This is an optimization exercise on Yosys and OpenROAD, whose aim is small area, not a production implementation. In this exercise RTL edits were held to simulation tests only and were not proved equivalent to the original. Power figures rest on the tool's default switching activity, not on a simulated workload.

Design ADPLL, start of the top module:
module ADPLL #(
    parameter PW=32, DW=12, AW=10
)(
    input wire clk, rst,     
    input wire signed [DW-1:0] in,
    input wire signed [PW-1:0] base_freq,
    output logic signed [DW-1:0] sin, cos,
    output logic signed [PW-1:0] freq
);
    logic signed [DW-1:0] mix;
    wire [DW-1:0] mix_n;
    MixMul mul(in, sin, mix_n);
    always_ff@(posedge clk) begin
        mix <= mix_n;
    end
    logic [5:0] lo;
    logic [3:0] hi;
    logic c125, c62, init;
    wire strobe = (hi == 4'd9) && (lo == 6'd39);
    wire en_62k5 = strobe & c125 & c62;
    always_ff@(posedge clk) begin
        if(rst) begin
            lo <= '0; hi <= '0; c125 <= 1'b0; c62 <= 1'b0; init <= 1'b1;
        end
        else begin
            lo <= (lo == 6'd39) ? 6'd0 : lo + 1'b1;
            if(lo == 6'd39) hi <= (hi == 4'd9) ? 4'd0 : hi + 1'b1;
            if(strobe) begin
                c125 <= ~c125;
                if(c125) c62 <= ~c62;
                init <= 1'b0;
            end
        end
    end
    wire [10:0] cic_f, y1, y3_prev;
    wire [8:0] y2;
    logic [12:0] dl;
    wire cvs;
    CicDownSampler2 cicDs(clk, rst, init, hi, lo, mix, dl, cvs, cic_f);
    wire arm3 = !init && !c125 && !c62 && (hi == 4'd0) && (lo == 6'd1);
    wire arm2 = !init && !c125 && (hi == 4'd3) && (lo == 6'd30);
    wire arm1 = !init && (hi == 4'd5) && (lo == 6'd0);
    wire run1, run2, run3, en1, en2, en3, ng1, ng2, ng3;
    wire [3:0] sh1, sh2, sh3;
    wire [11:0] xsel = ({12{run1}} & {cic_f, 1'b0}) | ({12{run2}} & {y1, 1'b0})
                     | ({12{run3}} & {head3, 3'b000});
    wire signed [11:0] xs = xsel;
    wire [3:0] sh = sh1 | sh2 | sh3;
    wire [11:0] term = (en1 | en2 | en3) ? 12'(xs >>> sh) : 12'd0;
    wire [11:0] base1, base2;
    wire [10:0] base3;
    wire [8:0] head3;
    wire [11:0] bsel = ({12{run1}} & base1) | ({12{run2}} & base2) | ({12{run3}} & {1'b0, base3});
    wire ng = ng1 | ng2 | ng3;
  ...
For scale: about 4600 cells after synthesis, roughly 950 flip-flops, about 41000 sq um of cells after synthesis.
clock: 10.0 ns
lec_check: 0
abc_area: 1
cap_margin: 20
core_margin: 2
core_utilization: 65
cts_buf_list: sky130_fd_sc_hd__clkbuf_16
cts_cluster_diameter: 60
cts_cluster_size: 30
place_density: 0.75
slew_margin: 20
synth_memory_max_bits: 16384
standard.sh (not shown) runs the stock make flow with config.mk's settings and CLKGATE_MAP_FILE= SYNTH_SCRIPT=/design/flow/synth_recipe.tcl, a recipe that flattens the netlist after the stock synthesis.
==> flow/flow/run.sh <==
#!/bin/bash
# The standard layout, with the port buffers made of the platform's smallest
# buffer (sky130_fd_sc_hd__buf_1) instead of the cell buffer_ports picks by
# default. Every input and output port still gets its buffer.
set -o pipefail
cp standard.sh standard.sh.txt
export BUFFER_PORTS_ARGS="-buffer_cell sky130_fd_sc_hd__buf_1"
bash standard.sh > standard.log 2>&1
Rerun with:
CORE_UTILIZATION = 75   (was 65)
PLACE_DENSITY = 0.85   (was 0.75)
Worst setup slack gets worse by 0.28 ns. Final cell count decreases by a few percent. Clock-buffer cell count decreases by 1. Fmax decreases by a few percent. Routed wire length increases by about a fifth. Synthesized area stays the same. Via count increases by roughly a tenth.

---

Another version of the RTL of ADPLL (not shown whole).
Size in the first run: about 4600 cells after synthesis, roughly 1100 flip-flops, about 100 I/O pins.
export LEC_CHECK = 0
export CAP_MARGIN = 20
export CORE_MARGIN = 2
export CORE_UTILIZATION = 65
export CTS_BUF_LIST = sky130_fd_sc_hd__clkbuf_4 sky130_fd_sc_hd__clkbuf_8
export PLACE_DENSITY = 0.75
export SLEW_MARGIN = 20
export SYNTH_MEMORY_MAX_BITS = 16384
create_clock -name core_clock -period 10.0 [get_ports {clk}]
run.sh (not shown) runs the stock make flow with config.mk's settings and CLKGATE_MAP_FILE= SYNTH_SCRIPT=/design/flow/synth_recipe.tcl, a recipe that flattens the netlist after the stock synthesis.
Stock flow here: none of the scripts above is used.
Then changed:
- CORE_UTILIZATION: 65 -> 40
- CTS_BUF_LIST: sky130_fd_sc_hd__clkbuf_4 sky130_fd_sc_hd__clkbuf_8 -> default
- PLACE_DENSITY: 0.75 -> default
After rerunning:
- power is higher by about 3.4%
- final area is higher by 2.1%
- synthesized cell count does not change
- register-to-register slack gets better by 0.05 ns
- setup slack gets better by 0.046 ns
- routed wire length is higher by about 3.6%
- final cell count is higher by about 9%
- utilization is lower by 27 points
- first-iteration DRC count is lower by 18%
- critical path depth is higher by 1
- flip-flop and latch count stays the same

---

ADPLL, a different RTL version from the one above (not shown whole).
Size in the first run: ~4200 cells after synthesis, roughly 950 flip-flops, about 100 I/O pins, ~0.042 mm2 of cells after synthesis.
clock: 10.0 ns
lec_check: 0
cap_margin: 20
core_margin: 2
core_utilization: 65
cts_buf_list: sky130_fd_sc_hd__clkbuf_16
cts_cluster_diameter: 60
cts_cluster_size: 30
place_density: 0.75
slew_margin: 20
synth_memory_max_bits: 16384
standard.sh (not shown) runs the stock make flow with config.mk's settings and CLKGATE_MAP_FILE= SYNTH_SCRIPT=/design/flow/synth_recipe.tcl, a recipe that flattens the netlist after the stock synthesis.
Scripts as last shown in full above: flow/flow/run.sh
Next try:
- ABC_AREA: unset -> 1
- CORE_UTILIZATION: 65 -> 75
- PLACE_DENSITY: 0.75 -> 0.85
The new run completed with no timing, DRC or antenna violations.
Synthesized cell count is higher by 11%.
Area after synthesis came out lower by about 1.1%.
Sequential power barely changes.
Sequential cell count is unchanged.
Worst hold slack improves by 15 ps.
Core utilization increases by 10 points.
Via count grows by about 14%.
Next try:
==> flow/run.sh (new file) <==
#!/bin/bash
# synth_recipe.tcl (not shown) runs the flow's synth.tcl, then flattens the netlist and writes it again
# the make line also repeats each setting of config.mk as NAME=value (left out here)
make -C /OpenROAD-flow-scripts/flow DESIGN_CONFIG=/design/flow/config.mk WORK_HOME=/design/flow/orfs CLKGATE_MAP_FILE= SYNTH_SCRIPT=/design/flow/synth_recipe.tcl finish
- ABC_AREA: 1 -> unset
- CORE_UTILIZATION: 75 -> 65
- PLACE_DENSITY: 0.85 -> 0.75
removed: flow/flow/run.sh
removed: flow/standard.sh
=> The changed run finished with timing, DRC and antenna clean. Setup slack is better by 200 ps. Global-route usage fell by 13 points. Synthesized area rose by about 1.1%.
Next try:
==> flow/flow/run.sh (new file) <==
#!/bin/bash
# The standard layout, with the port buffers made of the platform's smallest
# buffer (sky130_fd_sc_hd__buf_1) instead of the cell buffer_ports picks by
# default. Every input and output port still gets its buffer.
set -o pipefail
cp standard.sh standard.sh.txt
export BUFFER_PORTS_ARGS="-buffer_cell sky130_fd_sc_hd__buf_1"
bash standard.sh > standard.log 2>&1
==> flow/standard.sh (new file) <==
#!/bin/bash
# synth_recipe.tcl (not shown) runs the flow's synth.tcl, then flattens the netlist and writes it again
# the make line also repeats each setting of config.mk as NAME=value (left out here)
make -C /OpenROAD-flow-scripts/flow DESIGN_CONFIG=/design/flow/config.mk WORK_HOME=/design/flow/orfs CLKGATE_MAP_FILE= SYNTH_SCRIPT=/design/flow/synth_recipe.tcl "${@:-finish}"
- ABC_AREA: unset -> 1
- GPL_TIMING_DRIVEN: unset -> 0
removed: flow/run.sh
Power shrinks slightly; routed wire length grows by about a fifth; setup slack degrades by 68 ps; clock power shrinks by a few percent; die area shrinks slightly.
Next try:
- GPL_TIMING_DRIVEN: 0 -> unset
Effect: The new run finished clean. Wire length shrinks by about 12%. Sequential cell count is unchanged. Via count shrinks by about 4.3%. Setup slack gains 150 ps. Area after synthesis is unchanged.

---

Another version of the RTL of ADPLL (not shown whole).
For scale: ~1000 flip-flops, roughly 45000 sq um of cells after synthesis.
Design ADPLL, start of the top module:
module ADPLL #(
    parameter PW=32, DW=12, AW=10
)(
    input wire clk, rst,     
    input wire signed [DW-1:0] in,
    input wire signed [PW-1:0] base_freq,
    output logic signed [DW-1:0] sin, cos,
    output logic signed [PW-1:0] freq
);
make LEC_CHECK=0 CAP_MARGIN=20 CORE_MARGIN=2 CORE_UTILIZATION=40 SLEW_MARGIN=20 SYNTH_MEMORY_MAX_BITS=16384 finish   # period 10.0 ns
run.sh (not shown) runs the stock make flow with config.mk's settings and CLKGATE_MAP_FILE= SYNTH_SCRIPT=/design/flow/synth_recipe.tcl, a recipe that flattens the netlist after the stock synthesis.
Stock flow here: none of the scripts above is used.
The baseline produced a clean layout.
Next try:
CORE_UTILIZATION = 65   (was 40)
CTS_BUF_LIST = sky130_fd_sc_hd__clkbuf_16   (was unset)
CTS_CLUSTER_DIAMETER = 60   (was unset)
CTS_CLUSTER_SIZE = 30   (was unset)
PLACE_DENSITY = 0.75   (was unset)
Result: The changed run finished with timing, DRC and antenna clean. Cell count came out lower by 11%. Clock-buffer cell count came out lower by 74. Setup slack degrades by 82 ps.

---

run K:
Another version of the RTL of ADPLL (not shown whole).
Size in the first run: about 4300 cells after synthesis, about 980 flip-flops, roughly 100 I/O pins, roughly 43000 µm² of cells after synthesis.
export LEC_CHECK = 0
export CAP_MARGIN = 20
export CORE_MARGIN = 2
export CORE_UTILIZATION = 65
export CTS_BUF_LIST = sky130_fd_sc_hd__clkbuf_16
export CTS_CLUSTER_DIAMETER = 60
export CTS_CLUSTER_SIZE = 30
export PLACE_DENSITY = 0.75
export SLEW_MARGIN = 20
export SYNTH_MEMORY_MAX_BITS = 16384
create_clock -name core_clock -period 10.0 [get_ports {clk}]
### run K -> run C
==> flow/flow/run.sh (new file) <==
#!/bin/bash
# The standard layout, with the port buffers made of the platform's smallest
# buffer (sky130_fd_sc_hd__buf_1) instead of the cell buffer_ports picks by
# default. Every input and output port still gets its buffer.
set -o pipefail
cp standard.sh standard.sh.txt
export BUFFER_PORTS_ARGS="-buffer_cell sky130_fd_sc_hd__buf_1"
bash standard.sh > standard.log 2>&1
==> flow/standard.sh (new file) <==
#!/bin/bash
# synth_recipe.tcl (not shown) runs the flow's synth.tcl, then flattens the netlist and writes it again
# the make line also repeats each setting of config.mk as NAME=value (left out here)
make -C /OpenROAD-flow-scripts/flow DESIGN_CONFIG=/design/flow/config.mk WORK_HOME=/design/flow/orfs CLKGATE_MAP_FILE= SYNTH_SCRIPT=/design/flow/synth_recipe.tcl "${@:-finish}"
removed: flow/run.sh
==> comparison <==
- Run C: full flow OK, the timing, DRC and antenna checks passed
- Of run K and run C, run K shows the lower met2 track utilization from global routing, with run C above it.
- The final worst-path setup slack of run C was inferior to that of run K.
- Post-route worst hold slack: run C vs run K, no meaningful difference
- When run C is measured against run K, its total wirelength of the detailed-routed design turns out 0.97% lower.

[afterwards: timing with drivers on the ports]
The results above use ideal ports. As a check the final layouts listed here were re-extracted and re-timed, cells and wires unchanged. Step 1 (the two cells are an assumption about what drives the block):
set clk [get_ports {clk}]
set_driving_cell -lib_cell sky130_fd_sc_hd__clkbuf_16 $clk
set_driving_cell -lib_cell sky130_fd_sc_hd__buf_2 [delete_from_list [all_inputs] $clk]
Step 2 also shifts input and output timing later by t, the mid clock arrival at the registers, as if the neighbouring blocks saw the same clock. Slacks: no drivers / after step 1 / after step 2; pairs: no drivers / after step 1.
run	t, ns	slack for setup (ns)	slew at the worst register clock pin (ns)	cell pins on the clock port's net
the first run of note 1	0.673	0.630 / 0.630 / 0.630	0.11 / 0.11	1
the second run of note 1	0.677	0.347 / 0.347 / 0.347	0.12 / 0.12	1
the first run of note 2	0.849	0.503 / 0.503 / 0.503	0.07 / 0.07	1
the second run of note 2	0.736	0.549 / 0.549 / 0.549	0.08 / 0.08	1
the first run of note 3	0.697	0.531 / 0.531 / 0.531	0.11 / 0.11	1
the second run of note 3	0.683	0.335 / 0.335 / 0.335	0.12 / 0.12	1
the third run of note 3	0.685	0.536 / 0.536 / 0.536	0.11 / 0.11	1
the fourth run of note 3	0.699	0.469 / 0.469 / 0.469	0.11 / 0.11	1
the fifth run of note 3	0.697	0.616 / 0.616 / 0.616	0.11 / 0.11	1
the first run of note 4	0.736	0.524 / 0.524 / 0.524	0.07 / 0.07	1
the second run of note 4	0.726	0.442 / 0.442 / 0.442	0.10 / 0.10	1
run K	0.668	0.471 / 0.471 / 0.471	0.11 / 0.11	1
run C	0.679	0.414 / 0.415 / 0.415	0.11 / 0.11	1
After both steps setup and hold are still met in every run listed.
